This design comes from an exercise in tuning for small area, a short achievable clock period and few clock cycles on the open sky130 flow, not from production work.
The RTL was checked by simulation tests, not by an equivalence proof against the original design.
Power figures rest on the tool's default switching activity, not on a simulated workload.

## design.v

```verilog
module magnitude(input logic [16:0] in, output logic [15:0] out);
    assign out = in[16] ? (~in[15:0] + 16'd1) : in[15:0];
endmodule
module mul_tree(
    input  logic [15:0] a,
    input  logic [15:0] b,
    output logic [32:0] ra,
    output logic [32:0] rb
);
    wire one0 = b[0] ^ 1'b0;
    wire two0 = (b[1] & ~b[0] & ~1'b0) | (~b[1] & b[0] & 1'b0);
    wire neg0 = b[1] & ~(b[0] & 1'b0);
    wire pp0_0 = ((one0 & a[0]) | (two0 & 1'b0)) ^ neg0;
    wire pp0_1 = ((one0 & a[1]) | (two0 & a[0])) ^ neg0;
    wire pp0_2 = ((one0 & a[2]) | (two0 & a[1])) ^ neg0;
    wire pp0_3 = ((one0 & a[3]) | (two0 & a[2])) ^ neg0;
    wire pp0_4 = ((one0 & a[4]) | (two0 & a[3])) ^ neg0;
    wire pp0_5 = ((one0 & a[5]) | (two0 & a[4])) ^ neg0;
    wire pp0_6 = ((one0 & a[6]) | (two0 & a[5])) ^ neg0;
    wire pp0_7 = ((one0 & a[7]) | (two0 & a[6])) ^ neg0;
    wire pp0_8 = ((one0 & a[8]) | (two0 & a[7])) ^ neg0;
    wire pp0_9 = ((one0 & a[9]) | (two0 & a[8])) ^ neg0;
    wire pp0_10 = ((one0 & a[10]) | (two0 & a[9])) ^ neg0;
    wire pp0_11 = ((one0 & a[11]) | (two0 & a[10])) ^ neg0;
    wire pp0_12 = ((one0 & a[12]) | (two0 & a[11])) ^ neg0;
    wire pp0_13 = ((one0 & a[13]) | (two0 & a[12])) ^ neg0;
    wire pp0_14 = ((one0 & a[14]) | (two0 & a[13])) ^ neg0;
    wire pp0_15 = ((one0 & a[15]) | (two0 & a[14])) ^ neg0;
    wire pp0_16 = ((one0 & 1'b0) | (two0 & a[15])) ^ neg0;
    wire one1 = b[2] ^ b[1];
    wire two1 = (b[3] & ~b[2] & ~b[1]) | (~b[3] & b[2] & b[1]);
    wire neg1 = b[3] & ~(b[2] & b[1]);
    wire pp1_0 = ((one1 & a[0]) | (two1 & 1'b0)) ^ neg1;
    wire pp1_1 = ((one1 & a[1]) | (two1 & a[0])) ^ neg1;
    wire pp1_2 = ((one1 & a[2]) | (two1 & a[1])) ^ neg1;
    wire pp1_3 = ((one1 & a[3]) | (two1 & a[2])) ^ neg1;
    wire pp1_4 = ((one1 & a[4]) | (two1 & a[3])) ^ neg1;
    wire pp1_5 = ((one1 & a[5]) | (two1 & a[4])) ^ neg1;
    wire pp1_6 = ((one1 & a[6]) | (two1 & a[5])) ^ neg1;
    wire pp1_7 = ((one1 & a[7]) | (two1 & a[6])) ^ neg1;
    wire pp1_8 = ((one1 & a[8]) | (two1 & a[7])) ^ neg1;
    wire pp1_9 = ((one1 & a[9]) | (two1 & a[8])) ^ neg1;
    wire pp1_10 = ((one1 & a[10]) | (two1 & a[9])) ^ neg1;
    wire pp1_11 = ((one1 & a[11]) | (two1 & a[10])) ^ neg1;
    wire pp1_12 = ((one1 & a[12]) | (two1 & a[11])) ^ neg1;
    wire pp1_13 = ((one1 & a[13]) | (two1 & a[12])) ^ neg1;
    wire pp1_14 = ((one1 & a[14]) | (two1 & a[13])) ^ neg1;
    wire pp1_15 = ((one1 & a[15]) | (two1 & a[14])) ^ neg1;
    wire pp1_16 = ((one1 & 1'b0) | (two1 & a[15])) ^ neg1;
    wire one2 = b[4] ^ b[3];
    wire two2 = (b[5] & ~b[4] & ~b[3]) | (~b[5] & b[4] & b[3]);
    wire neg2 = b[5] & ~(b[4] & b[3]);
    wire pp2_0 = ((one2 & a[0]) | (two2 & 1'b0)) ^ neg2;
    wire pp2_1 = ((one2 & a[1]) | (two2 & a[0])) ^ neg2;
    wire pp2_2 = ((one2 & a[2]) | (two2 & a[1])) ^ neg2;
    wire pp2_3 = ((one2 & a[3]) | (two2 & a[2])) ^ neg2;
    wire pp2_4 = ((one2 & a[4]) | (two2 & a[3])) ^ neg2;
    wire pp2_5 = ((one2 & a[5]) | (two2 & a[4])) ^ neg2;
    wire pp2_6 = ((one2 & a[6]) | (two2 & a[5])) ^ neg2;
    wire pp2_7 = ((one2 & a[7]) | (two2 & a[6])) ^ neg2;
    wire pp2_8 = ((one2 & a[8]) | (two2 & a[7])) ^ neg2;
    wire pp2_9 = ((one2 & a[9]) | (two2 & a[8])) ^ neg2;
    wire pp2_10 = ((one2 & a[10]) | (two2 & a[9])) ^ neg2;
    wire pp2_11 = ((one2 & a[11]) | (two2 & a[10])) ^ neg2;
    wire pp2_12 = ((one2 & a[12]) | (two2 & a[11])) ^ neg2;
    wire pp2_13 = ((one2 & a[13]) | (two2 & a[12])) ^ neg2;
    wire pp2_14 = ((one2 & a[14]) | (two2 & a[13])) ^ neg2;
    wire pp2_15 = ((one2 & a[15]) | (two2 & a[14])) ^ neg2;
    wire pp2_16 = ((one2 & 1'b0) | (two2 & a[15])) ^ neg2;
    wire one3 = b[6] ^ b[5];
    wire two3 = (b[7] & ~b[6] & ~b[5]) | (~b[7] & b[6] & b[5]);
    wire neg3 = b[7] & ~(b[6] & b[5]);
    wire pp3_0 = ((one3 & a[0]) | (two3 & 1'b0)) ^ neg3;
    wire pp3_1 = ((one3 & a[1]) | (two3 & a[0])) ^ neg3;
    wire pp3_2 = ((one3 & a[2]) | (two3 & a[1])) ^ neg3;
    wire pp3_3 = ((one3 & a[3]) | (two3 & a[2])) ^ neg3;
    wire pp3_4 = ((one3 & a[4]) | (two3 & a[3])) ^ neg3;
    wire pp3_5 = ((one3 & a[5]) | (two3 & a[4])) ^ neg3;
    wire pp3_6 = ((one3 & a[6]) | (two3 & a[5])) ^ neg3;
    wire pp3_7 = ((one3 & a[7]) | (two3 & a[6])) ^ neg3;
    wire pp3_8 = ((one3 & a[8]) | (two3 & a[7])) ^ neg3;
    wire pp3_9 = ((one3 & a[9]) | (two3 & a[8])) ^ neg3;
    wire pp3_10 = ((one3 & a[10]) | (two3 & a[9])) ^ neg3;
    wire pp3_11 = ((one3 & a[11]) | (two3 & a[10])) ^ neg3;
    wire pp3_12 = ((one3 & a[12]) | (two3 & a[11])) ^ neg3;
    wire pp3_13 = ((one3 & a[13]) | (two3 & a[12])) ^ neg3;
    wire pp3_14 = ((one3 & a[14]) | (two3 & a[13])) ^ neg3;
    wire pp3_15 = ((one3 & a[15]) | (two3 & a[14])) ^ neg3;
    wire pp3_16 = ((one3 & 1'b0) | (two3 & a[15])) ^ neg3;
    wire one4 = b[8] ^ b[7];
    wire two4 = (b[9] & ~b[8] & ~b[7]) | (~b[9] & b[8] & b[7]);
    wire neg4 = b[9] & ~(b[8] & b[7]);
    wire pp4_0 = ((one4 & a[0]) | (two4 & 1'b0)) ^ neg4;
    wire pp4_1 = ((one4 & a[1]) | (two4 & a[0])) ^ neg4;
    wire pp4_2 = ((one4 & a[2]) | (two4 & a[1])) ^ neg4;
    wire pp4_3 = ((one4 & a[3]) | (two4 & a[2])) ^ neg4;
    wire pp4_4 = ((one4 & a[4]) | (two4 & a[3])) ^ neg4;
    wire pp4_5 = ((one4 & a[5]) | (two4 & a[4])) ^ neg4;
    wire pp4_6 = ((one4 & a[6]) | (two4 & a[5])) ^ neg4;
    wire pp4_7 = ((one4 & a[7]) | (two4 & a[6])) ^ neg4;
    wire pp4_8 = ((one4 & a[8]) | (two4 & a[7])) ^ neg4;
    wire pp4_9 = ((one4 & a[9]) | (two4 & a[8])) ^ neg4;
    wire pp4_10 = ((one4 & a[10]) | (two4 & a[9])) ^ neg4;
    wire pp4_11 = ((one4 & a[11]) | (two4 & a[10])) ^ neg4;
    wire pp4_12 = ((one4 & a[12]) | (two4 & a[11])) ^ neg4;
    wire pp4_13 = ((one4 & a[13]) | (two4 & a[12])) ^ neg4;
    wire pp4_14 = ((one4 & a[14]) | (two4 & a[13])) ^ neg4;
    wire pp4_15 = ((one4 & a[15]) | (two4 & a[14])) ^ neg4;
    wire pp4_16 = ((one4 & 1'b0) | (two4 & a[15])) ^ neg4;
    wire one5 = b[10] ^ b[9];
    wire two5 = (b[11] & ~b[10] & ~b[9]) | (~b[11] & b[10] & b[9]);
    wire neg5 = b[11] & ~(b[10] & b[9]);
    wire pp5_0 = ((one5 & a[0]) | (two5 & 1'b0)) ^ neg5;
    wire pp5_1 = ((one5 & a[1]) | (two5 & a[0])) ^ neg5;
    wire pp5_2 = ((one5 & a[2]) | (two5 & a[1])) ^ neg5;
    wire pp5_3 = ((one5 & a[3]) | (two5 & a[2])) ^ neg5;
    wire pp5_4 = ((one5 & a[4]) | (two5 & a[3])) ^ neg5;
    wire pp5_5 = ((one5 & a[5]) | (two5 & a[4])) ^ neg5;
    wire pp5_6 = ((one5 & a[6]) | (two5 & a[5])) ^ neg5;
    wire pp5_7 = ((one5 & a[7]) | (two5 & a[6])) ^ neg5;
    wire pp5_8 = ((one5 & a[8]) | (two5 & a[7])) ^ neg5;
    wire pp5_9 = ((one5 & a[9]) | (two5 & a[8])) ^ neg5;
    wire pp5_10 = ((one5 & a[10]) | (two5 & a[9])) ^ neg5;
    wire pp5_11 = ((one5 & a[11]) | (two5 & a[10])) ^ neg5;
    wire pp5_12 = ((one5 & a[12]) | (two5 & a[11])) ^ neg5;
    wire pp5_13 = ((one5 & a[13]) | (two5 & a[12])) ^ neg5;
    wire pp5_14 = ((one5 & a[14]) | (two5 & a[13])) ^ neg5;
    wire pp5_15 = ((one5 & a[15]) | (two5 & a[14])) ^ neg5;
    wire pp5_16 = ((one5 & 1'b0) | (two5 & a[15])) ^ neg5;
    wire one6 = b[12] ^ b[11];
    wire two6 = (b[13] & ~b[12] & ~b[11]) | (~b[13] & b[12] & b[11]);
    wire neg6 = b[13] & ~(b[12] & b[11]);
    wire pp6_0 = ((one6 & a[0]) | (two6 & 1'b0)) ^ neg6;
    wire pp6_1 = ((one6 & a[1]) | (two6 & a[0])) ^ neg6;
    wire pp6_2 = ((one6 & a[2]) | (two6 & a[1])) ^ neg6;
    wire pp6_3 = ((one6 & a[3]) | (two6 & a[2])) ^ neg6;
    wire pp6_4 = ((one6 & a[4]) | (two6 & a[3])) ^ neg6;
    wire pp6_5 = ((one6 & a[5]) | (two6 & a[4])) ^ neg6;
    wire pp6_6 = ((one6 & a[6]) | (two6 & a[5])) ^ neg6;
    wire pp6_7 = ((one6 & a[7]) | (two6 & a[6])) ^ neg6;
    wire pp6_8 = ((one6 & a[8]) | (two6 & a[7])) ^ neg6;
    wire pp6_9 = ((one6 & a[9]) | (two6 & a[8])) ^ neg6;
    wire pp6_10 = ((one6 & a[10]) | (two6 & a[9])) ^ neg6;
    wire pp6_11 = ((one6 & a[11]) | (two6 & a[10])) ^ neg6;
    wire pp6_12 = ((one6 & a[12]) | (two6 & a[11])) ^ neg6;
    wire pp6_13 = ((one6 & a[13]) | (two6 & a[12])) ^ neg6;
    wire pp6_14 = ((one6 & a[14]) | (two6 & a[13])) ^ neg6;
    wire pp6_15 = ((one6 & a[15]) | (two6 & a[14])) ^ neg6;
    wire pp6_16 = ((one6 & 1'b0) | (two6 & a[15])) ^ neg6;
    wire one7 = b[14] ^ b[13];
    wire two7 = (b[15] & ~b[14] & ~b[13]) | (~b[15] & b[14] & b[13]);
    wire neg7 = b[15] & ~(b[14] & b[13]);
    wire pp7_0 = ((one7 & a[0]) | (two7 & 1'b0)) ^ neg7;
    wire pp7_1 = ((one7 & a[1]) | (two7 & a[0])) ^ neg7;
    wire pp7_2 = ((one7 & a[2]) | (two7 & a[1])) ^ neg7;
    wire pp7_3 = ((one7 & a[3]) | (two7 & a[2])) ^ neg7;
    wire pp7_4 = ((one7 & a[4]) | (two7 & a[3])) ^ neg7;
    wire pp7_5 = ((one7 & a[5]) | (two7 & a[4])) ^ neg7;
    wire pp7_6 = ((one7 & a[6]) | (two7 & a[5])) ^ neg7;
    wire pp7_7 = ((one7 & a[7]) | (two7 & a[6])) ^ neg7;
    wire pp7_8 = ((one7 & a[8]) | (two7 & a[7])) ^ neg7;
    wire pp7_9 = ((one7 & a[9]) | (two7 & a[8])) ^ neg7;
    wire pp7_10 = ((one7 & a[10]) | (two7 & a[9])) ^ neg7;
    wire pp7_11 = ((one7 & a[11]) | (two7 & a[10])) ^ neg7;
    wire pp7_12 = ((one7 & a[12]) | (two7 & a[11])) ^ neg7;
    wire pp7_13 = ((one7 & a[13]) | (two7 & a[12])) ^ neg7;
    wire pp7_14 = ((one7 & a[14]) | (two7 & a[13])) ^ neg7;
    wire pp7_15 = ((one7 & a[15]) | (two7 & a[14])) ^ neg7;
    wire pp7_16 = ((one7 & 1'b0) | (two7 & a[15])) ^ neg7;
    wire one8 = 1'b0 ^ b[15];
    wire two8 = (1'b0 & ~1'b0 & ~b[15]) | (~1'b0 & 1'b0 & b[15]);
    wire neg8 = 1'b0 & ~(1'b0 & b[15]);
    wire pp8_0 = ((one8 & a[0]) | (two8 & 1'b0)) ^ neg8;
    wire pp8_1 = ((one8 & a[1]) | (two8 & a[0])) ^ neg8;
    wire pp8_2 = ((one8 & a[2]) | (two8 & a[1])) ^ neg8;
    wire pp8_3 = ((one8 & a[3]) | (two8 & a[2])) ^ neg8;
    wire pp8_4 = ((one8 & a[4]) | (two8 & a[3])) ^ neg8;
    wire pp8_5 = ((one8 & a[5]) | (two8 & a[4])) ^ neg8;
    wire pp8_6 = ((one8 & a[6]) | (two8 & a[5])) ^ neg8;
    wire pp8_7 = ((one8 & a[7]) | (two8 & a[6])) ^ neg8;
    wire pp8_8 = ((one8 & a[8]) | (two8 & a[7])) ^ neg8;
    wire pp8_9 = ((one8 & a[9]) | (two8 & a[8])) ^ neg8;
    wire pp8_10 = ((one8 & a[10]) | (two8 & a[9])) ^ neg8;
    wire pp8_11 = ((one8 & a[11]) | (two8 & a[10])) ^ neg8;
    wire pp8_12 = ((one8 & a[12]) | (two8 & a[11])) ^ neg8;
    wire pp8_13 = ((one8 & a[13]) | (two8 & a[12])) ^ neg8;
    wire pp8_14 = ((one8 & a[14]) | (two8 & a[13])) ^ neg8;
    wire pp8_15 = ((one8 & a[15]) | (two8 & a[14])) ^ neg8;
    wire pp8_16 = ((one8 & 1'b0) | (two8 & a[15])) ^ neg8;
    wire hs0 = pp0_16 ^ pp1_14;
    wire hc0 = pp0_16 & pp1_14;
    wire fs1 = ~neg0 ^ pp1_15 ^ pp2_13;
    wire fc1 = (~neg0 & pp1_15) | (~neg0 & pp2_13) | (pp1_15 & pp2_13);
    wire hs2 = pp1_16 ^ pp2_14;
    wire hc2 = pp1_16 & pp2_14;
    wire hs3 = pp0_10 ^ pp1_8;
    wire hc3 = pp0_10 & pp1_8;
    wire hs4 = pp0_11 ^ pp1_9;
    wire hc4 = pp0_11 & pp1_9;
    wire fs5 = pp0_12 ^ pp1_10 ^ pp2_8;
    wire fc5 = (pp0_12 & pp1_10) | (pp0_12 & pp2_8) | (pp1_10 & pp2_8);
    wire hs6 = pp3_6 ^ pp4_4;
    wire hc6 = pp3_6 & pp4_4;
    wire fs7 = pp0_13 ^ pp1_11 ^ pp2_9;
    wire fc7 = (pp0_13 & pp1_11) | (pp0_13 & pp2_9) | (pp1_11 & pp2_9);
    wire hs8 = pp3_7 ^ pp4_5;
    wire hc8 = pp3_7 & pp4_5;
    wire fs9 = pp0_14 ^ pp1_12 ^ pp2_10;
    wire fc9 = (pp0_14 & pp1_12) | (pp0_14 & pp2_10) | (pp1_12 & pp2_10);
    wire fs10 = pp3_8 ^ pp4_6 ^ pp5_4;
    wire fc10 = (pp3_8 & pp4_6) | (pp3_8 & pp5_4) | (pp4_6 & pp5_4);
    wire hs11 = pp6_2 ^ pp7_0;
    wire hc11 = pp6_2 & pp7_0;
    wire fs12 = pp0_15 ^ pp1_13 ^ pp2_11;
    wire fc12 = (pp0_15 & pp1_13) | (pp0_15 & pp2_11) | (pp1_13 & pp2_11);
    wire fs13 = pp3_9 ^ pp4_7 ^ pp5_5;
    wire fc13 = (pp3_9 & pp4_7) | (pp3_9 & pp5_5) | (pp4_7 & pp5_5);
    wire hs14 = pp6_3 ^ pp7_1;
    wire hc14 = pp6_3 & pp7_1;
    wire fs15 = pp2_12 ^ pp3_10 ^ pp4_8;
    wire fc15 = (pp2_12 & pp3_10) | (pp2_12 & pp4_8) | (pp3_10 & pp4_8);
    wire fs16 = pp5_6 ^ pp6_4 ^ pp7_2;
    wire fc16 = (pp5_6 & pp6_4) | (pp5_6 & pp7_2) | (pp6_4 & pp7_2);
    wire fs17 = pp8_0 ^ neg8 ^ hs0;
    wire fc17 = (pp8_0 & neg8) | (pp8_0 & hs0) | (neg8 & hs0);
    wire fs18 = pp3_11 ^ pp4_9 ^ pp5_7;
    wire fc18 = (pp3_11 & pp4_9) | (pp3_11 & pp5_7) | (pp4_9 & pp5_7);
    wire fs19 = pp6_5 ^ pp7_3 ^ pp8_1;
    wire fc19 = (pp6_5 & pp7_3) | (pp6_5 & pp8_1) | (pp7_3 & pp8_1);
    wire fs20 = 1'b1 ^ fs1 ^ hc0;
    wire fc20 = (1'b1 & fs1) | (1'b1 & hc0) | (fs1 & hc0);
    wire fs21 = pp3_12 ^ pp4_10 ^ pp5_8;
    wire fc21 = (pp3_12 & pp4_10) | (pp3_12 & pp5_8) | (pp4_10 & pp5_8);
    wire fs22 = pp6_6 ^ pp7_4 ^ pp8_2;
    wire fc22 = (pp6_6 & pp7_4) | (pp6_6 & pp8_2) | (pp7_4 & pp8_2);
    wire fs23 = 1'b1 ^ hs2 ^ fc1;
    wire fc23 = (1'b1 & hs2) | (1'b1 & fc1) | (hs2 & fc1);
    wire fs24 = ~neg1 ^ pp2_15 ^ pp3_13;
    wire fc24 = (~neg1 & pp2_15) | (~neg1 & pp3_13) | (pp2_15 & pp3_13);
    wire fs25 = pp4_11 ^ pp5_9 ^ pp6_7;
    wire fc25 = (pp4_11 & pp5_9) | (pp4_11 & pp6_7) | (pp5_9 & pp6_7);
    wire fs26 = pp7_5 ^ pp8_3 ^ hc2;
    wire fc26 = (pp7_5 & pp8_3) | (pp7_5 & hc2) | (pp8_3 & hc2);
    wire fs27 = pp2_16 ^ pp3_14 ^ pp4_12;
    wire fc27 = (pp2_16 & pp3_14) | (pp2_16 & pp4_12) | (pp3_14 & pp4_12);
    wire fs28 = pp5_10 ^ pp6_8 ^ pp7_6;
    wire fc28 = (pp5_10 & pp6_8) | (pp5_10 & pp7_6) | (pp6_8 & pp7_6);
    wire hs29 = pp8_4 ^ 1'b1;
    wire hc29 = pp8_4 & 1'b1;
    wire fs30 = ~neg2 ^ pp3_15 ^ pp4_13;
    wire fc30 = (~neg2 & pp3_15) | (~neg2 & pp4_13) | (pp3_15 & pp4_13);
    wire fs31 = pp5_11 ^ pp6_9 ^ pp7_7;
    wire fc31 = (pp5_11 & pp6_9) | (pp5_11 & pp7_7) | (pp6_9 & pp7_7);
    wire fs32 = pp3_16 ^ pp4_14 ^ pp5_12;
    wire fc32 = (pp3_16 & pp4_14) | (pp3_16 & pp5_12) | (pp4_14 & pp5_12);
    wire hs33 = pp6_10 ^ pp7_8;
    wire hc33 = pp6_10 & pp7_8;
    wire fs34 = ~neg3 ^ pp4_15 ^ pp5_13;
    wire fc34 = (~neg3 & pp4_15) | (~neg3 & pp5_13) | (pp4_15 & pp5_13);
    wire hs35 = pp4_16 ^ pp5_14;
    wire hc35 = pp4_16 & pp5_14;
    wire hs36 = pp0_6 ^ pp1_4;
    wire hc36 = pp0_6 & pp1_4;
    wire hs37 = pp0_7 ^ pp1_5;
    wire hc37 = pp0_7 & pp1_5;
    wire fs38 = pp0_8 ^ pp1_6 ^ pp2_4;
    wire fc38 = (pp0_8 & pp1_6) | (pp0_8 & pp2_4) | (pp1_6 & pp2_4);
    wire hs39 = pp3_2 ^ pp4_0;
    wire hc39 = pp3_2 & pp4_0;
    wire fs40 = pp0_9 ^ pp1_7 ^ pp2_5;
    wire fc40 = (pp0_9 & pp1_7) | (pp0_9 & pp2_5) | (pp1_7 & pp2_5);
    wire hs41 = pp3_3 ^ pp4_1;
    wire hc41 = pp3_3 & pp4_1;
    wire fs42 = pp2_6 ^ pp3_4 ^ pp4_2;
    wire fc42 = (pp2_6 & pp3_4) | (pp2_6 & pp4_2) | (pp3_4 & pp4_2);
    wire fs43 = pp5_0 ^ neg5 ^ hs3;
    wire fc43 = (pp5_0 & neg5) | (pp5_0 & hs3) | (neg5 & hs3);
    wire fs44 = pp2_7 ^ pp3_5 ^ pp4_3;
    wire fc44 = (pp2_7 & pp3_5) | (pp2_7 & pp4_3) | (pp3_5 & pp4_3);
    wire fs45 = pp5_1 ^ hs4 ^ hc3;
    wire fc45 = (pp5_1 & hs4) | (pp5_1 & hc3) | (hs4 & hc3);
    wire fs46 = pp5_2 ^ pp6_0 ^ neg6;
    wire fc46 = (pp5_2 & pp6_0) | (pp5_2 & neg6) | (pp6_0 & neg6);
    wire fs47 = fs5 ^ hs6 ^ hc4;
    wire fc47 = (fs5 & hs6) | (fs5 & hc4) | (hs6 & hc4);
    wire fs48 = pp5_3 ^ pp6_1 ^ fs7;
    wire fc48 = (pp5_3 & pp6_1) | (pp5_3 & fs7) | (pp6_1 & fs7);
    wire fs49 = hs8 ^ fc5 ^ hc6;
    wire fc49 = (hs8 & fc5) | (hs8 & hc6) | (fc5 & hc6);
    wire fs50 = neg7 ^ fs9 ^ fs10;
    wire fc50 = (neg7 & fs9) | (neg7 & fs10) | (fs9 & fs10);
    wire fs51 = hs11 ^ fc7 ^ hc8;
    wire fc51 = (hs11 & fc7) | (hs11 & hc8) | (fc7 & hc8);
    wire fs52 = fs12 ^ fs13 ^ hs14;
    wire fc52 = (fs12 & fs13) | (fs12 & hs14) | (fs13 & hs14);
    wire fs53 = fc9 ^ fc10 ^ hc11;
    wire fc53 = (fc9 & fc10) | (fc9 & hc11) | (fc10 & hc11);
    wire fs54 = fs15 ^ fs16 ^ fs17;
    wire fc54 = (fs15 & fs16) | (fs15 & fs17) | (fs16 & fs17);
    wire fs55 = fc12 ^ fc13 ^ hc14;
    wire fc55 = (fc12 & fc13) | (fc12 & hc14) | (fc13 & hc14);
    wire fs56 = fs18 ^ fs19 ^ fs20;
    wire fc56 = (fs18 & fs19) | (fs18 & fs20) | (fs19 & fs20);
    wire fs57 = fc15 ^ fc16 ^ fc17;
    wire fc57 = (fc15 & fc16) | (fc15 & fc17) | (fc16 & fc17);
    wire fs58 = fs21 ^ fs22 ^ fs23;
    wire fc58 = (fs21 & fs22) | (fs21 & fs23) | (fs22 & fs23);
    wire fs59 = fc18 ^ fc19 ^ fc20;
    wire fc59 = (fc18 & fc19) | (fc18 & fc20) | (fc19 & fc20);
    wire fs60 = fs24 ^ fs25 ^ fs26;
    wire fc60 = (fs24 & fs25) | (fs24 & fs26) | (fs25 & fs26);
    wire fs61 = fc21 ^ fc22 ^ fc23;
    wire fc61 = (fc21 & fc22) | (fc21 & fc23) | (fc22 & fc23);
    wire fs62 = fs27 ^ fs28 ^ hs29;
    wire fc62 = (fs27 & fs28) | (fs27 & hs29) | (fs28 & hs29);
    wire fs63 = fc24 ^ fc25 ^ fc26;
    wire fc63 = (fc24 & fc25) | (fc24 & fc26) | (fc25 & fc26);
    wire fs64 = pp8_5 ^ fs30 ^ fs31;
    wire fc64 = (pp8_5 & fs30) | (pp8_5 & fs31) | (fs30 & fs31);
    wire fs65 = fc27 ^ fc28 ^ hc29;
    wire fc65 = (fc27 & fc28) | (fc27 & hc29) | (fc28 & hc29);
    wire fs66 = pp8_6 ^ 1'b1 ^ fs32;
    wire fc66 = (pp8_6 & 1'b1) | (pp8_6 & fs32) | (1'b1 & fs32);
    wire fs67 = hs33 ^ fc30 ^ fc31;
    wire fc67 = (hs33 & fc30) | (hs33 & fc31) | (fc30 & fc31);
    wire fs68 = pp6_11 ^ pp7_9 ^ pp8_7;
    wire fc68 = (pp6_11 & pp7_9) | (pp6_11 & pp8_7) | (pp7_9 & pp8_7);
    wire fs69 = fs34 ^ fc32 ^ hc33;
    wire fc69 = (fs34 & fc32) | (fs34 & hc33) | (fc32 & hc33);
    wire fs70 = pp6_12 ^ pp7_10 ^ pp8_8;
    wire fc70 = (pp6_12 & pp7_10) | (pp6_12 & pp8_8) | (pp7_10 & pp8_8);
    wire fs71 = 1'b1 ^ hs35 ^ fc34;
    wire fc71 = (1'b1 & hs35) | (1'b1 & fc34) | (hs35 & fc34);
    wire fs72 = ~neg4 ^ pp5_15 ^ pp6_13;
    wire fc72 = (~neg4 & pp5_15) | (~neg4 & pp6_13) | (pp5_15 & pp6_13);
    wire fs73 = pp7_11 ^ pp8_9 ^ hc35;
    wire fc73 = (pp7_11 & pp8_9) | (pp7_11 & hc35) | (pp8_9 & hc35);
    wire fs74 = pp5_16 ^ pp6_14 ^ pp7_12;
    wire fc74 = (pp5_16 & pp6_14) | (pp5_16 & pp7_12) | (pp6_14 & pp7_12);
    wire hs75 = pp8_10 ^ 1'b1;
    wire hc75 = pp8_10 & 1'b1;
    wire fs76 = ~neg5 ^ pp6_15 ^ pp7_13;
    wire fc76 = (~neg5 & pp6_15) | (~neg5 & pp7_13) | (pp6_15 & pp7_13);
    wire hs77 = pp6_16 ^ pp7_14;
    wire hc77 = pp6_16 & pp7_14;
    wire hs78 = pp0_4 ^ pp1_2;
    wire hc78 = pp0_4 & pp1_2;
    wire hs79 = pp0_5 ^ pp1_3;
    wire hc79 = pp0_5 & pp1_3;
    wire fs80 = pp2_2 ^ pp3_0 ^ neg3;
    wire fc80 = (pp2_2 & pp3_0) | (pp2_2 & neg3) | (pp3_0 & neg3);
    wire fs81 = pp2_3 ^ pp3_1 ^ hs37;
    wire fc81 = (pp2_3 & pp3_1) | (pp2_3 & hs37) | (pp3_1 & hs37);
    wire fs82 = neg4 ^ fs38 ^ hs39;
    wire fc82 = (neg4 & fs38) | (neg4 & hs39) | (fs38 & hs39);
    wire fs83 = fs40 ^ hs41 ^ fc38;
    wire fc83 = (fs40 & hs41) | (fs40 & fc38) | (hs41 & fc38);
    wire fs84 = fs42 ^ fs43 ^ fc40;
    wire fc84 = (fs42 & fs43) | (fs42 & fc40) | (fs43 & fc40);
    wire fs85 = fs44 ^ fs45 ^ fc42;
    wire fc85 = (fs44 & fs45) | (fs44 & fc42) | (fs45 & fc42);
    wire fs86 = fs46 ^ fs47 ^ fc44;
    wire fc86 = (fs46 & fs47) | (fs46 & fc44) | (fs47 & fc44);
    wire fs87 = fs48 ^ fs49 ^ fc46;
    wire fc87 = (fs48 & fs49) | (fs48 & fc46) | (fs49 & fc46);
    wire fs88 = fs50 ^ fs51 ^ fc48;
    wire fc88 = (fs50 & fs51) | (fs50 & fc48) | (fs51 & fc48);
    wire fs89 = fs52 ^ fs53 ^ fc50;
    wire fc89 = (fs52 & fs53) | (fs52 & fc50) | (fs53 & fc50);
    wire fs90 = fs54 ^ fs55 ^ fc52;
    wire fc90 = (fs54 & fs55) | (fs54 & fc52) | (fs55 & fc52);
    wire fs91 = fs56 ^ fs57 ^ fc54;
    wire fc91 = (fs56 & fs57) | (fs56 & fc54) | (fs57 & fc54);
    wire fs92 = fs58 ^ fs59 ^ fc56;
    wire fc92 = (fs58 & fs59) | (fs58 & fc56) | (fs59 & fc56);
    wire fs93 = fs60 ^ fs61 ^ fc58;
    wire fc93 = (fs60 & fs61) | (fs60 & fc58) | (fs61 & fc58);
    wire fs94 = fs62 ^ fs63 ^ fc60;
    wire fc94 = (fs62 & fs63) | (fs62 & fc60) | (fs63 & fc60);
    wire fs95 = fs64 ^ fs65 ^ fc62;
    wire fc95 = (fs64 & fs65) | (fs64 & fc62) | (fs65 & fc62);
    wire fs96 = fs66 ^ fs67 ^ fc64;
    wire fc96 = (fs66 & fs67) | (fs66 & fc64) | (fs67 & fc64);
    wire fs97 = fs68 ^ fs69 ^ fc66;
    wire fc97 = (fs68 & fs69) | (fs68 & fc66) | (fs69 & fc66);
    wire fs98 = fs70 ^ fs71 ^ fc68;
    wire fc98 = (fs70 & fs71) | (fs70 & fc68) | (fs71 & fc68);
    wire fs99 = fs72 ^ fs73 ^ fc70;
    wire fc99 = (fs72 & fs73) | (fs72 & fc70) | (fs73 & fc70);
    wire fs100 = fs74 ^ hs75 ^ fc72;
    wire fc100 = (fs74 & hs75) | (fs74 & fc72) | (hs75 & fc72);
    wire fs101 = pp8_11 ^ fs76 ^ fc74;
    wire fc101 = (pp8_11 & fs76) | (pp8_11 & fc74) | (fs76 & fc74);
    wire fs102 = pp8_12 ^ 1'b1 ^ hs77;
    wire fc102 = (pp8_12 & 1'b1) | (pp8_12 & hs77) | (1'b1 & hs77);
    wire fs103 = ~neg6 ^ pp7_15 ^ pp8_13;
    wire fc103 = (~neg6 & pp7_15) | (~neg6 & pp8_13) | (pp7_15 & pp8_13);
    wire hs104 = pp7_16 ^ pp8_14;
    wire hc104 = pp7_16 & pp8_14;
    wire hs105 = pp0_2 ^ pp1_0;
    wire hc105 = pp0_2 & pp1_0;
    wire hs106 = pp0_3 ^ pp1_1;
    wire hc106 = pp0_3 & pp1_1;
    wire fs107 = pp2_0 ^ neg2 ^ hs78;
    wire fc107 = (pp2_0 & neg2) | (pp2_0 & hs78) | (neg2 & hs78);
    wire fs108 = pp2_1 ^ hs79 ^ hc78;
    wire fc108 = (pp2_1 & hs79) | (pp2_1 & hc78) | (hs79 & hc78);
    wire fs109 = hs36 ^ fs80 ^ hc79;
    wire fc109 = (hs36 & fs80) | (hs36 & hc79) | (fs80 & hc79);
    wire fs110 = hc36 ^ fs81 ^ fc80;
    wire fc110 = (hc36 & fs81) | (hc36 & fc80) | (fs81 & fc80);
    wire fs111 = hc37 ^ fs82 ^ fc81;
    wire fc111 = (hc37 & fs82) | (hc37 & fc81) | (fs82 & fc81);
    wire fs112 = hc39 ^ fs83 ^ fc82;
    wire fc112 = (hc39 & fs83) | (hc39 & fc82) | (fs83 & fc82);
    wire fs113 = hc41 ^ fs84 ^ fc83;
    wire fc113 = (hc41 & fs84) | (hc41 & fc83) | (fs84 & fc83);
    wire fs114 = fc43 ^ fs85 ^ fc84;
    wire fc114 = (fc43 & fs85) | (fc43 & fc84) | (fs85 & fc84);
    wire fs115 = fc45 ^ fs86 ^ fc85;
    wire fc115 = (fc45 & fs86) | (fc45 & fc85) | (fs86 & fc85);
    wire fs116 = fc47 ^ fs87 ^ fc86;
    wire fc116 = (fc47 & fs87) | (fc47 & fc86) | (fs87 & fc86);
    wire fs117 = fc49 ^ fs88 ^ fc87;
    wire fc117 = (fc49 & fs88) | (fc49 & fc87) | (fs88 & fc87);
    wire fs118 = fc51 ^ fs89 ^ fc88;
    wire fc118 = (fc51 & fs89) | (fc51 & fc88) | (fs89 & fc88);
    wire fs119 = fc53 ^ fs90 ^ fc89;
    wire fc119 = (fc53 & fs90) | (fc53 & fc89) | (fs90 & fc89);
    wire fs120 = fc55 ^ fs91 ^ fc90;
    wire fc120 = (fc55 & fs91) | (fc55 & fc90) | (fs91 & fc90);
    wire fs121 = fc57 ^ fs92 ^ fc91;
    wire fc121 = (fc57 & fs92) | (fc57 & fc91) | (fs92 & fc91);
    wire fs122 = fc59 ^ fs93 ^ fc92;
    wire fc122 = (fc59 & fs93) | (fc59 & fc92) | (fs93 & fc92);
    wire fs123 = fc61 ^ fs94 ^ fc93;
    wire fc123 = (fc61 & fs94) | (fc61 & fc93) | (fs94 & fc93);
    wire fs124 = fc63 ^ fs95 ^ fc94;
    wire fc124 = (fc63 & fs95) | (fc63 & fc94) | (fs95 & fc94);
    wire fs125 = fc65 ^ fs96 ^ fc95;
    wire fc125 = (fc65 & fs96) | (fc65 & fc95) | (fs96 & fc95);
    wire fs126 = fc67 ^ fs97 ^ fc96;
    wire fc126 = (fc67 & fs97) | (fc67 & fc96) | (fs97 & fc96);
    wire fs127 = fc69 ^ fs98 ^ fc97;
    wire fc127 = (fc69 & fs98) | (fc69 & fc97) | (fs98 & fc97);
    wire fs128 = fc71 ^ fs99 ^ fc98;
    wire fc128 = (fc71 & fs99) | (fc71 & fc98) | (fs99 & fc98);
    wire fs129 = fc73 ^ fs100 ^ fc99;
    wire fc129 = (fc73 & fs100) | (fc73 & fc99) | (fs100 & fc99);
    wire fs130 = hc75 ^ fs101 ^ fc100;
    wire fc130 = (hc75 & fs101) | (hc75 & fc100) | (fs101 & fc100);
    wire fs131 = fc76 ^ fs102 ^ fc101;
    wire fc131 = (fc76 & fs102) | (fc76 & fc101) | (fs102 & fc101);
    wire fs132 = hc77 ^ fs103 ^ fc102;
    wire fc132 = (hc77 & fs103) | (hc77 & fc102) | (fs103 & fc102);
    wire fs133 = 1'b1 ^ hs104 ^ fc103;
    wire fc133 = (1'b1 & hs104) | (1'b1 & fc103) | (hs104 & fc103);
    wire fs134 = ~neg7 ^ pp8_15 ^ hc104;
    wire fc134 = (~neg7 & pp8_15) | (~neg7 & hc104) | (pp8_15 & hc104);
    wire hs135 = pp8_16 ^ 1'b1;
    wire hc135 = pp8_16 & 1'b1;
    assign ra = {hs135, fs134, fs133, fs132, fs131, fs130, fs129, fs128, fs127, fs126, fs125, fs124, fs123, fs122, fs121, fs120, fs119, fs118, fs117, fs116, fs115, fs114, fs113, fs112, fs111, fs110, fs109, fs108, fs107, hs106, neg1, pp0_1, pp0_0};
    assign rb = {fc134, fc133, fc132, fc131, fc130, fc129, fc128, fc127, fc126, fc125, fc124, fc123, fc122, fc121, fc120, fc119, fc118, fc117, fc116, fc115, fc114, fc113, fc112, fc111, fc110, fc109, fc108, fc107, hc106, hc105, hs105, 1'b0, neg0};
endmodule
module fir_filter(
    input  logic        clk,
    input  logic        n_rst,
    input  logic        start_sample,    
    input  logic        start_load,      
    input  logic [15:0] new_sample,      
    input  logic [63:0] coeff_regs,      
    output logic        busy,
    output logic        err,
    output logic [16:0] r_q              
);
    logic [15:0] x0, x1, x2;             
    logic [15:0] f0, f1, f2, f3;         
    logic [16:0] q3;                     
    logic [16:0] qd;                     
    logic        e1, e2;                 
    logic [3:0]  s1;                     
    logic [3:0]  s2;                     
    logic        ld;                     
    logic [15:0] ma, mb;
    logic [32:0] ra, rb;                 
    logic [32:0] pa, pb;                 
    assign x0 = new_sample;
    always_comb begin
        ma = s1[1] ? x1 : (s1[2] ? x2 : x0);
        mb = ({16{s1[0]}} & f0) | ({16{s1[3]}} & f1) | ({16{s1[1]}} & f2) | ({16{s1[2]}} & f3);
    end
    mul_tree tree(.a(ma), .b(mb), .ra(ra), .rb(rb));
    always_ff @(posedge clk) begin
        pa <= ra;
        pb <= rb;
    end
    logic [14:0] lo;
    logic        c15;
    logic [16:0] xs;
    assign {c15, lo} = {1'b0, pa[14:0]} + {1'b0, pb[14:0]};
    assign xs = pa[31:15] + pb[31:15] + {16'd0, c15};
    wire e0 = xs[16];
    logic [17:0] ea, eb, na, nq3;
    logic [17:0] s1a, c1a, s2a, c2a;
    logic [17:0] t3, t4;
    always_comb begin
        ea  = pa[32:15];
        eb  = pb[32:15];
        if (s2[3])           na = ~{2'b00, qd[16] ? 16'd0 : qd[15:0]};
        else if (s2[0] & ~e1) na = ~{qd[16], qd};
        else                 na = '1;
        nq3 = ~{2'b00, q3[15:0]};
        s1a = ea ^ eb ^ na;
        c1a = {((ea[16:0] & eb[16:0]) | (ea[16:0] & na[16:0]) | (eb[16:0] & na[16:0])), c15};
        t3  = s1a + c1a + 18'd1;
        s2a = s1a ^ c1a ^ nq3;
        c2a = {((s1a[16:0] & c1a[16:0]) | (s1a[16:0] & nq3[16:0]) | (c1a[16:0] & nq3[16:0])), 1'b1};
        t4  = s2a + c2a + 18'd1;
    end
    logic        ovf3, ovf4, e_next;
    logic [16:0] r;
    always_comb begin
        ovf3 = ~e2 & ~t3[17] & t3[16];
        ovf4 = t4[17] & ~t4[16];
        e_next = 1'b1;
        if (e0)                               r = 17'd0;
        else if (e1 | e2 | ovf3 | q3[16])     r = t3[16:0];
        else begin
            r = t4[16:0];
            e_next = ovf4;
        end
    end
    wire acc = s2[0];
    always_ff @(posedge clk, negedge n_rst) begin
        if (!n_rst) begin
            x1 <= '0; x2 <= '0;
            f0 <= '0; f1 <= '0; f2 <= '0; f3 <= '0;
            q3 <= '0; qd <= '0; e1 <= 1'b0; e2 <= 1'b0;
            s1 <= '0; s2 <= '0; ld <= 1'b0;
            busy <= 1'b0; err <= 1'b0; r_q <= '0;
        end else begin
            if (start_sample) begin
                x1 <= x0;
                x2 <= x1;
            end
            if (start_load) begin
                f0 <= coeff_regs[15:0];
                f1 <= coeff_regs[31:16];
                f2 <= coeff_regs[47:32];
                f3 <= coeff_regs[63:48];
            end
            if (s2[1]) qd <= t3[16:0];
            if (s2[2]) q3 <= t3[16:0];
            if (s2[3]) begin
                qd <= t3[16:0];
                e1 <= e0;
                e2 <= qd[16];
            end
            if (acc) begin
                r_q <= r;
                err <= e_next;
            end else if (start_load) begin
                err <= 1'b0;
            end
            if (start_sample)    s1 <= 4'b0001;
            else if (start_load) s1 <= 4'b0010;
            else                 s1 <= {s1[2:0], 1'b0};
            s2 <= s1;
            if (start_sample)    ld <= 1'b0;
            else if (start_load) ld <= 1'b1;
            busy <= start_sample | start_load | (~ld & s1[0]) | (ld & (s1[1] | s1[2] | s1[3]));
        end
    end
endmodule
module ahb_lite_fir_filter(
    input logic clk,
    input logic n_rst,
    input logic hsel,
    input logic [3:0] haddr,
    input logic hsize,
    input logic [1:0] htrans,
    input logic hwrite,
    input logic [15:0] hwdata,
    output logic [15:0] hrdata,
    output logic hresp
);
    logic        wr_q;           
    logic [3:0]  a_q;
    logic        sz_q;
    logic [13:4][7:0] regs;      
    logic [7:1]  reg14;          
    logic        busy, err;
    logic [15:0] fir_out;
    logic [16:0] r_q;
    logic [13:4] be;
    assign hresp = hsel & ((hwrite & ((haddr <= 4'd3) | (haddr == 4'd15)))
                         | (~hwrite & (haddr == 4'd15)));
    always_comb begin
        for (int i = 4; i <= 13; i++)
            be[i] = wr_q & (a_q[3:1] == i[3:1]) & (sz_q | (a_q[0] == i[0]));
    end
    wire be14 = wr_q & (a_q == 4'd14);
    wire start_sample = be[4] | be[5];
    wire start_load = be14 & hwdata[0];
    always_ff @(posedge clk, negedge n_rst) begin
        if (!n_rst) begin
            wr_q <= 1'b0;
            a_q <= '0;
            sz_q <= 1'b0;
            for (int i = 4; i <= 13; i++) regs[i] <= '0;
            reg14 <= '0;
        end else begin
            wr_q <= hsel & (htrans != 2'b00) & hwrite & ~hresp;
            a_q <= haddr;
            sz_q <= hsize;
            for (int i = 4; i <= 13; i++)
                if (be[i]) regs[i] <= i[0] ? hwdata[15:8] : hwdata[7:0];
            if (be14) reg14 <= hwdata[0] ? 7'd0 : hwdata[7:1];
        end
    end
    magnitude mag_u(.in(r_q), .out(fir_out));
    logic [7:0] rb [0:15];
    always_comb begin
        rb[0] = {7'd0, busy};
        rb[1] = {7'd0, err};
        rb[2] = fir_out[7:0];
        rb[3] = fir_out[15:8];
        for (int i = 4; i <= 13; i++) rb[i] = regs[i];
        rb[14] = {reg14, 1'b0};
        rb[15] = 8'd0;
        hrdata[15:8] = (a_q == 4'd14 || (!sz_q && !a_q[0])) ? 8'd0 : rb[{a_q[3:1], 1'b1}];
        hrdata[7:0]  = (!sz_q && a_q[0]) ? 8'd0 : rb[{a_q[3:1], 1'b0}];
    end
    fir_filter filt(
        .clk(clk), .n_rst(n_rst),
        .start_sample(start_sample), .start_load(start_load),
        .new_sample({regs[5], regs[4]}),
        .coeff_regs({regs[13], regs[12], regs[11], regs[10], regs[9], regs[8], regs[7], regs[6]}),
        .busy(busy), .err(err), .r_q(r_q)
    );
endmodule
```

## run.sh

```bash
#!/bin/bash
# synth_recipe.tcl (not shown) runs the flow's synth.tcl, then flattens the netlist and writes it again
# the make line also repeats each setting of config.mk as NAME=value (left out here)
make -C /OpenROAD-flow-scripts/flow DESIGN_CONFIG=/design/flow/config.mk WORK_HOME=/design/flow/orfs CLKGATE_MAP_FILE= SYNTH_SCRIPT=/design/flow/synth_recipe.tcl finish
```

## constraint.sdc

```tcl
create_clock -name core_clock -period 10.0 [get_ports {clk}]
set_input_delay 2.0000 -clock core_clock [delete_from_list [all_inputs] [get_ports {clk}]]
set_output_delay 2.0000 -clock core_clock [all_outputs]
set_load 0.01 [all_outputs]
```

## config.mk

```make
export PLATFORM = sky130hd
export DESIGN_NAME = ahb_lite_fir_filter
export DESIGN_NICKNAME = ahb_lite_fir_filter
export VERILOG_FILES = /design/flow/design.v
export SDC_FILE = /design/flow/constraint.sdc
export NUM_CORES = 4
export LEC_CHECK = 0
export ABC_AREA = 1
export CAP_MARGIN = 30
export CORE_MARGIN = 2
export CORE_UTILIZATION = 55
export CTS_CLUSTER_DIAMETER = 100
export CTS_CLUSTER_SIZE = 25
export SETUP_SLACK_MARGIN = 5
export SLEW_MARGIN = 30
export TNS_END_PERCENT = 100
```

==> results of run 1 <==
[worst min-delay path: cells and delay by family, from the launching register on]
family        cells  cell delay, ps
flops             1             360
simple gates      2             100
[how the worst min path moves through the flow]
stage | start | cells past startpoint | endpoint | slack (ps)
CTS | filt.x2[8]$_DFFE_PN0N_ | 2 | filt.x2[8]$_DFFE_PN0N_ | 490
global placement | filt.x2[8]$_DFFE_PN0N_ | 2 | filt.x2[8]$_DFFE_PN0N_ | 450
global route | filt.x2[6]$_DFFE_PN0N_ | 2 | filt.x2[6]$_DFFE_PN0N_ | 510
finish | filt.x2[8]$_DFFE_PN0N_ | 2 | filt.x2[8]$_DFFE_PN0N_ | 480
floorplan | filt.s1[3]$_DFF_PN0_ | 0 | filt.s2[3]$_DFF_PN0_ | 350
detailed placement | filt.x2[8]$_DFFE_PN0N_ | 2 | filt.x2[8]$_DFFE_PN0N_ | 460
[timing repair]
action,in CTS,in global routing
hold endpoints to repair,0,0
cloned,0,1
pin swaps,3,12
gates resized for setup,47,53
setup endpoints to repair,42,47
setup buffers,9,28
[synthesized netlist by cell type, types with 3 or more instances]
master	number	area, um2
nor3_1	22	110
clkbuf_1	54	203
nor2_1	106	398
o21ai_2	11	96.3
a21o_1	5	37.5
xnor2_1	17	149
dfxtp_1	64	1280
mux2_2	16	180
inv_2	14	52.6
nor2_2	12	75.1
ha_1	100	1250
buf_6	5	56.3
nand2_1	426	1600
buf_2	29	145
nand2_2	8	50.1
nor3_2	6	60.1
inv_1	396	1490
fa_1	137	2740
nand4_1	20	125
dfrtp_1	253	6330
o31ai_1	3	22.5
o21ai_1	30	150
o211ai_1	5	37.5
a31oi_1	3	18.8
nand3_2	3	30.0
o221ai_1	7	61.3
a211oi_1	4	30.0
buf_4	11	82.6
nor4_1	3	18.8
a22o_1	22	193
o22ai_1	137	857
xor2_1	149	1310
a21oi_1	99	495
or2_2	5	31.3
o22ai_2	5	62.6
nand3_1	34	170
o21ai_0	223	1120
nand2_4	3	33.8
a221oi_1	8	70.1
[cell usage in the layout (no fill, tap or decap), drive strengths merged, types with 7 or more instances in the layout]
cell           synthesis  final
nand2                437    437
inv                  410    399
o21ai                264    264
dfrtp                253    253
xor2                 151    151
o22ai                142    142
fa                   137    137
nor2                 120    120
ha                   100    100
a21oi                100    100
buf                   48     67
dfxtp                 64     64
nand3                 38     38
clkbuf                54     33
clkdlybuf4s50          0     30
nor3                  30     30
a22o                  22     22
nand4                 20     20
xnor2                 17     17
mux2                  16     16
clkinvlp               0     14
a221oi                 9      9
o221ai                 7      7
[flip-flops by register name (all words and copies together), names as in the netlist, 4 cells and up]
register / count
reg14: 7
filt.f2: 16
filt.s2: 4
filt.f1: 16
filt.f0: 16
filt.s1: 4
filt.x1: 16
filt.pa: 32
a_q: 4
filt.pb: 32
filt.f3: 16
filt.r_q: 17
filt.qd: 17
regs: 80
filt.q3: 17
filt.x2: 16
[per-stage QoR]
step	worst slack [ps]	hold slack, ps	util [%]	power (mW)	instance area, um2
5_1_grt	4750	508	60.9	7.77	23500
3_5_place_dp	4270	461	57.8	6.12	22400
6_report	4950	484	60.9	7.09	23500
3_3_place_gp	4270	454	57.8	6.08	22400
4_1_cts	4860	486	59.8	7.00	23100
2_1_floorplan	5190	349	-	4.99	21500
[area by class of cell]
| cell class | instances | area [um2] | area share (%) |
|---|---|---|---|
| clock buffers | 28 | 498 | 2.12 |
| clock inverters | 4 | 66.3 | 0.282 |
| inverters | 412 | 1600 | 6.80 |
| multi-input cells | 1654 | 12100 | 51.5 |
| flip-flops and latches | 317 | 7620 | 32.4 |
| well taps | 518 | 648 | 2.76 |
| repair buffers | 108 | 981 | 4.17 |
| repair inverters | 1 | 5.00 | 0.0213 |
[metal layers]
layer | part of all wire (%) | routed length, um
met1 | 45 | 26800
met2 | 46 | 27200
met3 | 6.5 | 3820
met4 | 2.3 | 1380
met5 | 0 | 0
[cells by family (layout without fill, tap and decap cells)]
family / Yosys count / after routing / share of synthesized area [%]
AO/OA/AOI/OAI: 572 / 572 / 15.6
buffers and inverters: 514 / 553 / 9.57
multiplexers: 16 / 16 / 0.836
XOR/XNOR: 168 / 168 / 6.95
AND/OR/NAND/NOR: 661 / 661 / 13.2
adder cells (fa/ha/maj): 237 / 237 / 18.5
flip-flops: 317 / 317 / 35.3
[power breakdown]
part | total [mW] | leakage, nW | internal, mW | switching, mW
Clock | 0.824 | 0.265 | 0.359 | 0.465
Combinational | 4.40 | 8.05 | 1.59 | 2.81
Sequential | 1.87 | 3.60 | 1.63 | 0.243
==> flow_summary_export.csv, run 1 <==
group,metric,value,unit
yosys,syn_avg_cell_area,8.67,um2
grt,use_met2,47.0,%
sta,tightestPinTransition,1000,ps
placed_design,io_buffers,43,
sta,fin_crit_sh,50.5,%
yosys,synth-edff-count,0,
detailed_routing,avgViaCountPerCell,5.63,
final_layout,finalNonFillerCells,3042,
cts,cts_tree,"built",
setup_path,cp_cell_sequence,"nor3_2, buf_6, clkinvlp_4, buf_4, nor3_4, nor4_1, nor2_1, clkdlybuf4s50_1",
sta,fin_crit,5050,ps
yosys,seq_area_frac_synth,35.3,%
cts,clockRootBuffer,"clkbuf_16",
setup_path,worst-path-stages,8,
detailed_routing,drt-total-wl,59200,um
grt,grtUsageMet1,42.8,%
cts,cts_num_sinks,317,
grt,grt_antenna_before_repair,0,
grt,gr-usage-all-layers,29.8,%
placed_design,placed_cells,2971,
final_layout,area_delta_synth_final,9.19,%
grt,grt-busiest-layer,"met2",
cts,cts_made_buffers,18,
placed_design,place_hpwl,43100,um
run_status,status,"no timing/DRC/antenna violations",
setup_path,r2r_cells,13,
setup_path,critPathSlowestCell,"clkdlybuf4s50_1",
sta,max_freq,0.198,GHz
detailed_routing,drc_errors,0,
cts,cts_max_path_buffers,3,
setup_path,path_max_fanout,9,
setup_path,cp_top_family,"buffers and inverters",
sta,hold_viol,0,
cts,clk_pin_slew,110,ps
setup_path,required,8000,ps
sta,maxSlewViolCount,0,
setup_path,max_stage_delay,550,ps
final_layout,antenna_cells,0,
grt,grt_pass1_vias,17028,
sta,setup_viol,0,
power_and_ir_drop,vdd_ir_drop_max,226,uV
setup_path,crit_end,"hrdata[7]",
grt,grt_max_degree,166,
power_and_ir_drop,power_density,301,nW/um2
detailed_routing,dr_total_vias,17117,
floorplan,coreArea,38600,um2
final_layout,nets,2776,
yosys,syn_inst,2485,
job,maxCapViolCount,0,
setup_path,path_buf_inv,4,
grt,gr-usage-met3,4.80,%
yosys,ys_async_sr_fraction,79.8,%
yosys,ys_ff_latch,317,
final_layout,drive_above_1_share,9.71,%
floorplan,die_x,202,um
sta,slew_headroom,33.2,%
cts,htree_num_levels,1,
detailed_routing,post_drt_wl_per_cell,19.5,um
power_and_ir_drop,power.leakage,11.9,nW
setup_path,crit_start,"a_q[3]$_DFF_PN0_",
sta,rsz0062_at_grt,"yes",
setup_path,reg2reg_from,"filt.s1[1]$_DFF_PN0_",
floorplan,start_util,55.7,%
floorplan,die_h,202,um
placed_design,gp_congestion,0.928,
setup_path,arrival,3050,ps
floorplan,num_io_pins,44,
final_layout,fillers,3490,
yosys,synth_warnings,3,
yosys,synth-main-ff-cell,"dfrtp_1",
setup_path,worst_setup_path_end_kind,"output port",
sta,fin_skew,47.1,ps
setup_path,criticalPathCategory,"reg2out",
yosys,syn-num-nets,2749,
grt,grt_pass1_wl,95200,um
detailed_routing,firstDrtPassIters,6,
cts,cts_hold_buf,0,
setup_path,rrSetupSlack,5210,ps
yosys,ys_types,64,
sta,tns,0,ps
detailed_routing,drtIter0Drc,1230,
grt,overflow,0,
setup_path,r2r-end,"filt.pa[16]$_DFF_P_",
worst_hold_path,hold_path_class,"reg2reg",
setup_path,critPathLaunchType,"flip-flop",
detailed_routing,ant_nets,0,
floorplan,die-area,40800,um2
cts,clkLatencyLatePin,580,ps
floorplan,num_rows,72,
yosys,syn_area,21500,um2
Testbench counts, summed over its fixed seeds: cycles 2,696.
==> run 2: changes to the inputs <==
--- a/config.mk
+++ b/config.mk
@@ -5,7 +5,6 @@
 export SDC_FILE = /design/flow/constraint.sdc
 export NUM_CORES = 4
 export LEC_CHECK = 0
-export ABC_AREA = 1
 export CAP_MARGIN = 30
 export CORE_MARGIN = 2
 export CORE_UTILIZATION = 55
==> flow_summary_export.csv, run 2 <==
group,metric,value,unit
run_status,status,"no timing/DRC/antenna violations",
cts,clk_pin_slew,100,ps
yosys,synthTopCellsByCount,"nand2_1, dfrtp_1, inv_1, o21ai_0, xnor2_1",
yosys,syn-num-nets,2620,
cts,cts_num_sinks,317,
sta,maxSlewViolCount,0,
detailed_routing,highest_layer,"met4",
placed_design,placed_cells,2859,
final_layout,largest_register_ffs,80,
floorplan,start_util,55.4,%
cts,cts_tree,"built",
yosys,syn_area,21900,um2
yosys,synth-edff-count,0,
detailed_routing,drc_errors,0,
setup_path,arrival,2970,ps
sta,setup_viol,0,
setup_path,path_buf_inv,1,
detailed_routing,firstDrtPassIters,6,
yosys,yosys.area.top_type,"dfrtp_1",
final_layout,antenna_cells,0,
setup_path,criticalPathCategory,"reg2out",
final_layout,final_common_cell,"nand2_1",
setup_path,critPathSlowestCell,"or4_4",
power_and_ir_drop,power.leakage,11.3,nW
yosys,ys_top_cells_by_area,"dfrtp_1, fa_1, nand2_1",
placed_design,io_buffers,43,
yosys,synth-main-ff-cell,"dfrtp_1",
detailed_routing,dr_wl_met3,3930,um
yosys,syn_avg_cell_area,9.29,um2
yosys,seq_area_frac_synth,34.8,%
sta,whs,479,ps
sta,hold_viol,0,
final_layout,reg_top3,"regs: 80 flops, filt.pa: 32 flops, filt.pb: 32 flops",
floorplan,die_x,204,um
placed_design,gp_congestion,0.908,
yosys,synth_top_family_by_area,"adder cells",
detailed_routing,post_drt_wl_per_cell,21.7,um
sta,fin_crit,4970,ps
yosys,ys_async_sr_fraction,79.8,%
yosys,synth_mux_area_share,8.83,%
power_and_ir_drop,vdd_ir_drop_max,199,uV
detailed_routing,route.met2.wl,30200,um
sta,max_freq,0.201,GHz
yosys,syn_inst,2356,
final_layout,drive_above_1_share,12.9,%
cts,clockRootBuffer,"clkbuf_16",
yosys,synth-xor-area-share,6.96,%
cts,cts_max_path_buffers,3,
detailed_routing,avgViaCountPerCell,5.81,
cts,clkLatencyLatePin,560,ps
placed_design,place_hpwl,45400,um
cts,htree_num_levels,1,
detailed_routing,wl_met1,27300,um
detailed_routing,dr_total_vias,16932,
detailed_routing,ant_nets,0,
job,maxCapViolCount,0,
yosys,synth_top_area_share,28.9,%
floorplan,die-area,41400,um2
setup_path,cp_cell_sequence,"nor3_2, nand2_1, or3_4, or4_4, o31ai_4, xnor2_4, a221oi_2, nor2_1, buf_2",
yosys,synth_compound_area_share,11.4,%
floorplan,die_h,204,um
final_layout,top_register,"regs",
sta,rsz0062_at_grt,"yes",
cts,cts_made_buffers,18,
grt,gr-usage-all-layers,31.3,%
grt,overflow,0,
floorplan,coreArea,39500,um2
setup_path,cp_top_family,"simple AND/OR/NAND/NOR gates",
sta,slew_headroom,26.0,%
final_layout,finalNonFillerCells,2914,
floorplan,num_rows,73,
yosys,synth_warnings,3,
worst_hold_path,hold_path_class,"reg2reg",
setup_path,path_max_fanout,3,
sta,fin_crit_sh,49.7,%
yosys,synthAdderAreaFrac,18.2,%
sta,fin_skew,40.0,ps
setup_path,worst_setup_path_end_kind,"output port",
yosys,yosys.area_share.simple,14.0,%
yosys,synth_most_common_cell,"nand2_1",
setup_path,max_stage_delay,490,ps
sta,tns,0,ps
detailed_routing,drt-total-wl,63300,um
grt,grt_max_degree,178,
setup_path,required,8000,ps
yosys,ys_types,75,
sta,tightestPinTransition,1100,ps
grt,grt_antenna_before_repair,0,
grt,grt_pass1_wl,100000,um
detailed_routing,drtIter0Drc,1542,
yosys,ys_ff_latch,317,
final_layout,nets,2641,
power_and_ir_drop,power_density,231,nW/um2
setup_path,critPathLaunchType,"flip-flop",
grt,grt_pass1_vias,17416,
final_layout,mostFrequentLayoutCells,"nand2_1, dfrtp_1, inv_1, o21ai_0, xnor2_1",
final_layout,area_delta_synth_final,10.4,%
floorplan,num_io_pins,44,
## run 2: cell types whose count changed in the layout (fill, tap and decap cells not counted), moves of 18 or more
cell,delta
a21oi_1,-38
a22oi_1,+29
and2_1,+18
inv_1,-162
mux2_2,+103
mux2i_1,+51
nand2_1,+80
nand3_1,-23
o21a_1,+21
o21ai_0,-75
o22ai_1,-123
xnor2_1,+124
xor2_1,-124
## run 2: path summary, 6_finish.rpt
check	startpoint	to	cells after the start	slack [ps]
max	filt.r_q[1]$_DFFE_PN0P_	hrdata[15]	9	5030
min	reg14[6]$_DFFE_PN0P_	reg14[6]$_DFFE_PN0P_	2	480
max reg2reg	filt.s1[3]$_DFF_PN0_	filt.pa[17]$_DFF_P_	13	5120
min reg2reg	reg14[6]$_DFFE_PN0P_	reg14[6]$_DFFE_PN0P_	2	480
max in group asynchronous	n_rst	filt.s1[3]$_DFF_PN0_	3	7110
min in group asynchronous	n_rst	filt.qd[5]$_DFFE_PN0P_	1	1430
## run 2: report_power, final
part           leakage (nW)  switching, mW  total [mW]  internal (mW)
clock                 0.272          0.468       0.827          0.359
combinational          7.21           1.81        3.01           1.20
sequential             3.80          0.223        1.73           1.51
total                  11.3           2.50        5.57           3.07
## run 2: repair_timing
action,in CTS,in global routing
buffers inserted,13,8
gates cloned,0,1
resized for setup,82,33
setup endpoints to repair,64,37
pin swaps,18,18
hold buffers,0,0
## run 2: metal layers
metal  GRT usage, %  vias to the layer above
li1               -                     7799
met1           43.7                     8419
met5              0                        -
met4           9.18                        0
met2           50.9                      588
met3           4.51                      126
## run 2: kinds of logic (layout without fill, tap and decap cells)
group / after synthesis / in the layout
fa+ha+maj: 237 / 237
flops: 317 / 317
xor+xnor: 174 / 174
simple gates: 726 / 726
compound gates: 396 / 396
mux: 174 / 174
buf+inv: 332 / 365
## run 2: stage by stage
stage          worst slack (ps)  cell area (um2)  utilization, %  power [mW]
2_1_floorplan              5170            21900               -        3.60
3_3_place_gp               4270            22900            57.9        4.49
3_5_place_dp               4280            22900            58.0        4.50
4_1_cts                    4810            23900            60.3        5.45
5_1_grt                    4890            24200            61.1        5.94
6_report                   5030            24200            61.1        5.57
## run 2: area by class of cell
class / instances / area [um2]
clock buffers: 26 / 490
clock inverters: 6 / 68.8
fillers: 3463 / 15400
inverters: 228 / 871
multi-input cells: 1707 / 13500
flip-flops and latches: 317 / 7620
well taps: 525 / 657
repair buffers: 104 / 961
repair inverters: 1 / 5.00
## run 2: tightest hold or removal path, cell delays in order (launching register included)
cell     delay, ps
dfrtp_1        360
nand2_1         50
nand2_1         50
==> run 3: changes to the inputs <==
==> flow/run.sh (new file) <==
#!/bin/bash
set -euo pipefail
bash standard.sh \
    "BUFFER_PORTS_ARGS=-buffer_cell sky130_fd_sc_hd__buf_2" \
    MATCH_CELL_FOOTPRINT=0 \
    SETUP_SLACK_MARGIN=5.3 \
    finish > orfs_make.log 2>&1
==> standard.sh (new file) <==
#!/bin/bash
# synth_recipe.tcl (not shown) runs the flow's synth.tcl, then flattens the netlist and writes it again
# the make line also repeats each setting of config.mk as NAME=value (left out here)
make -C /OpenROAD-flow-scripts/flow DESIGN_CONFIG=/design/flow/config.mk WORK_HOME=/design/flow/orfs CLKGATE_MAP_FILE= SYNTH_SCRIPT=/design/flow/synth_recipe.tcl "${@:-finish}"
removed: run.sh
==> flow_summary_export.csv, run 3 <==
group,metric,value,unit
run_status,status,"no timing/DRC/antenna violations",
placed_design,gp_congestion,0.920,
floorplan,coreArea,39500,um2
detailed_routing,wl_met1,27300,um
cts,cts_made_buffers,18,
yosys,synthTopCellsByCount,"nand2_1, dfrtp_1, inv_1, o21ai_0, xnor2_1",
sta,tightestPinTransition,1010,ps
setup_path,path_max_fanout,4,
grt,grt_max_degree,175,
power_and_ir_drop,vdd_ir_drop_max,193,uV
worst_hold_path,hold_path_class,"reg2reg",
final_layout,nets,2660,
detailed_routing,post_drt_wl_per_cell,21.8,um
yosys,synth_top_area_share,28.9,%
sta,whs,475,ps
floorplan,die-area,41400,um2
sta,hold_viol,0,
yosys,seq_area_frac_synth,34.8,%
grt,overflow,0,
cts,cts_tree,"built",
yosys,ys_async_sr_fraction,79.8,%
detailed_routing,ant_nets,0,
setup_path,r2r-end,"filt.err$_DFFE_PN0P_",
final_layout,largest_register_ffs,80,
placed_design,place_hpwl,45500,um
yosys,ys_types,75,
yosys,synth_warnings,3,
yosys,ys_top_cells_by_area,"dfrtp_1, fa_1, nand2_1",
setup_path,criticalPathCategory,"reg2out",
setup_path,max_stage_delay,480,ps
final_layout,antenna_cells,0,
final_layout,reg_top3,"regs: 80 flops, filt.pa: 32 flops, filt.pb: 32 flops",
cts,clockRootBuffer,"clkbuf_16",
floorplan,die_x,204,um
floorplan,die_h,204,um
yosys,syn_inst,2356,
worst_hold_path,min_to,"reg14[1]$_DFFE_PN0P_",
grt,grt_pass1_vias,17391,
sta,maxSlewViolCount,0,
sta,fin_skew,48.3,ps
power_and_ir_drop,power.leakage,11.3,nW
detailed_routing,route.met2.wl,30100,um
setup_path,worst_setup_path_end_kind,"output port",
yosys,yosys.area.top_type,"dfrtp_1",
setup_path,critPathLaunchType,"flip-flop",
floorplan,start_util,55.4,%
placed_design,io_buffers,43,
cts,htree_num_levels,1,
floorplan,num_rows,73,
setup_path,path_buf_inv,1,
sta,rsz0062_at_grt,"yes",
grt,grt_antenna_before_repair,1,
power_and_ir_drop,fin_total_pwr,5.68,mW
sta,fin_crit,4980,ps
job,maxCapViolCount,0,
detailed_routing,firstDrtPassIters,6,
cts,cts_max_path_buffers,3,
cts,clk_pin_slew,100,ps
grt,gr-usage-all-layers,31.3,%
yosys,synth-edff-count,0,
yosys,synth_most_common_cell,"nand2_1",
sta,max_freq,0.201,GHz
setup_path,cp_top_family,"simple AND/OR/NAND/NOR gates",
final_layout,drive_above_1_share,16.2,%
detailed_routing,drt-total-wl,63800,um
setup_path,reg2reg_from,"filt.s2[3]$_DFF_PN0_",
detailed_routing,highest_layer,"met4",
detailed_routing,avgViaCountPerCell,5.83,
yosys,syn-num-nets,2620,
sta,slew_headroom,32.2,%
placed_design,placed_cells,2857,
detailed_routing,dr_wl_met3,4300,um
setup_path,critPathSlowestCell,"or4_4",
cts,clkLatencyLatePin,570,ps
setup_path,r2r_cells,18,
detailed_routing,drc_errors,0,
sta,setup_viol,0,
setup_path,required,8000,ps
final_layout,mostFrequentLayoutCells,"nand2_1, dfrtp_1, inv_1, o21ai_0, xnor2_1",
setup_path,cp_cell_sequence,"nor3_2, nand2_1, or3_4, or4_4, o31ai_4, xnor2_4, a221oi_2, nor2_1, buf_2",
yosys,syn_area,21900,um2
detailed_routing,drtIter0Drc,1496,
detailed_routing,dr_total_vias,17112,
setup_path,rrSetupSlack,5330,ps
final_layout,final_common_cell,"nand2_1",
worst_hold_path,holdCritStartpoint,"reg14[1]$_DFFE_PN0P_",
grt,grt_pass1_wl,99700,um
cts,cts_num_sinks,317,
worst_hold_path,holdPathStages,2,
yosys,ys_ff_latch,317,
yosys,syn_avg_cell_area,9.29,um2
final_layout,finalNonFillerCells,2933,
yosys,synth-main-ff-cell,"dfrtp_1",
power_and_ir_drop,power_density,234,nW/um2
sta,tns,0,ps
floorplan,num_io_pins,44,
setup_path,arrival,2980,ps
final_layout,area_delta_synth_final,11.0,%
final_layout,top_register,"regs",
sta,fin_crit_sh,49.8,%
[run 3: cell families after synthesis]
group / Yosys count / share of synthesized area [%]
AO/OA/AOI/OAI: 396 / 11.4
XOR/XNOR: 174 / 6.96
adder cells (fa/ha/maj): 237 / 18.2
buffers and inverters: 332 / 5.86
flip-flops: 317 / 34.8
multiplexers: 174 / 8.83
AND/OR/NAND/NOR: 726 / 14.0
[run 3: what timing repair did]
action | CTS | global route
pin swaps | 4 | 16
buffers inserted | 18 | 22
gates resized for setup | 66 | 63
gates cloned | 1 | 2
hold buffers | 0 | 0
endpoints found under the setup margin | 73 | 43
[run 3: how the worst max path moves through the flow]
stage / startpoint / cells past startpoint / end
2_1_floorplan: filt.s1[2]$_DFF_PN0_ / 18 / filt.pa[17]$_DFF_P_
3_3_place_gp: filt.s1[0]$_DFF_PN0_ / 12 / filt.pa[17]$_DFF_P_
3_5_place_dp: filt.s2[0]$_DFF_PN0_ / 16 / filt.err$_DFFE_PN0P_
4_1_cts: filt.r_q[1]$_DFFE_PN0P_ / 9 / hrdata[15]
5_1_grt: filt.r_q[1]$_DFFE_PN0P_ / 9 / hrdata[15]
6_report: filt.r_q[1]$_DFFE_PN0P_ / 9 / hrdata[15]
[run 3: area by class of cell]
cell class / count / area [um2]
timing repair inverter: 1 / 5.00
tap: 525 / 657
clock buffer: 25 / 477
fill: 3503 / 15300
inverter: 228 / 867
clock inverter: 7 / 131
timing repair buffer: 123 / 912
multi-input combinational: 1707 / 13600
sequential: 317 / 7630
[run 3: per-stage QoR]
step                util, %  instance area (um2)  setup slack [ps]
detailed placement     57.4                22700              4480
floorplan                 -                21900              5240
finish                 61.4                24300              5020
global placement       57.3                22700              4310
CTS                    60.1                23800              4980
global route           61.4                24300              4920
[run 3: where the power goes]
part / internal, mW / switching, mW
combinational: 1.21 / 1.87
sequential: 1.51 / 0.222
clock: 0.403 / 0.466
total: 3.12 / 2.56
[run 3: worst reg2reg max path: stages, from the launching register on]
cell	delay (ps)
dfrtp_2	470
nand2b_4	100
o31ai_4	90
buf_6	150
and2_1	170
fa_1	550
inv_2	70
fa_1	540
inv_1	40
ha_1	210
fa_2	430
nor2b_4	170
o31ai_4	100
a211o_1	370
a31oi_4	200
mux2i_1	220
o21ai_1	100
nor4_2	420
a31oi_1	140
[run 3: per-layer routing]
layer,up-vias,track usage [%]
met5,-,0
met4,0,9.44
met3,126,4.78
met2,603,50.8
met1,8540,43.5
li1,7843,-

## re-timing with driven ports
Ports are ideal in the flow. The routed layouts listed here were re-timed in OpenROAD.
Step 1 assumes that a clkbuf_16 drives the clock port and a buf_2 every other input.
Step 2, shift: input delay + t, output delay - t, t = (earliest + latest rising clock arrival at the registers) / 2. This alone moves slack from input paths to output paths.
a / b / c = ideal ports / drivers / drivers and shift; a / b = the first two.
run	shift t [ns]	setup slack, ns
run 1	0.607	4.947 / 4.893 / 5.110
run 2	0.596	5.032 / 4.974 / 5.123
run 3	0.605	5.023 / 4.963 / 5.330
After both steps setup and hold are still met in every run listed.
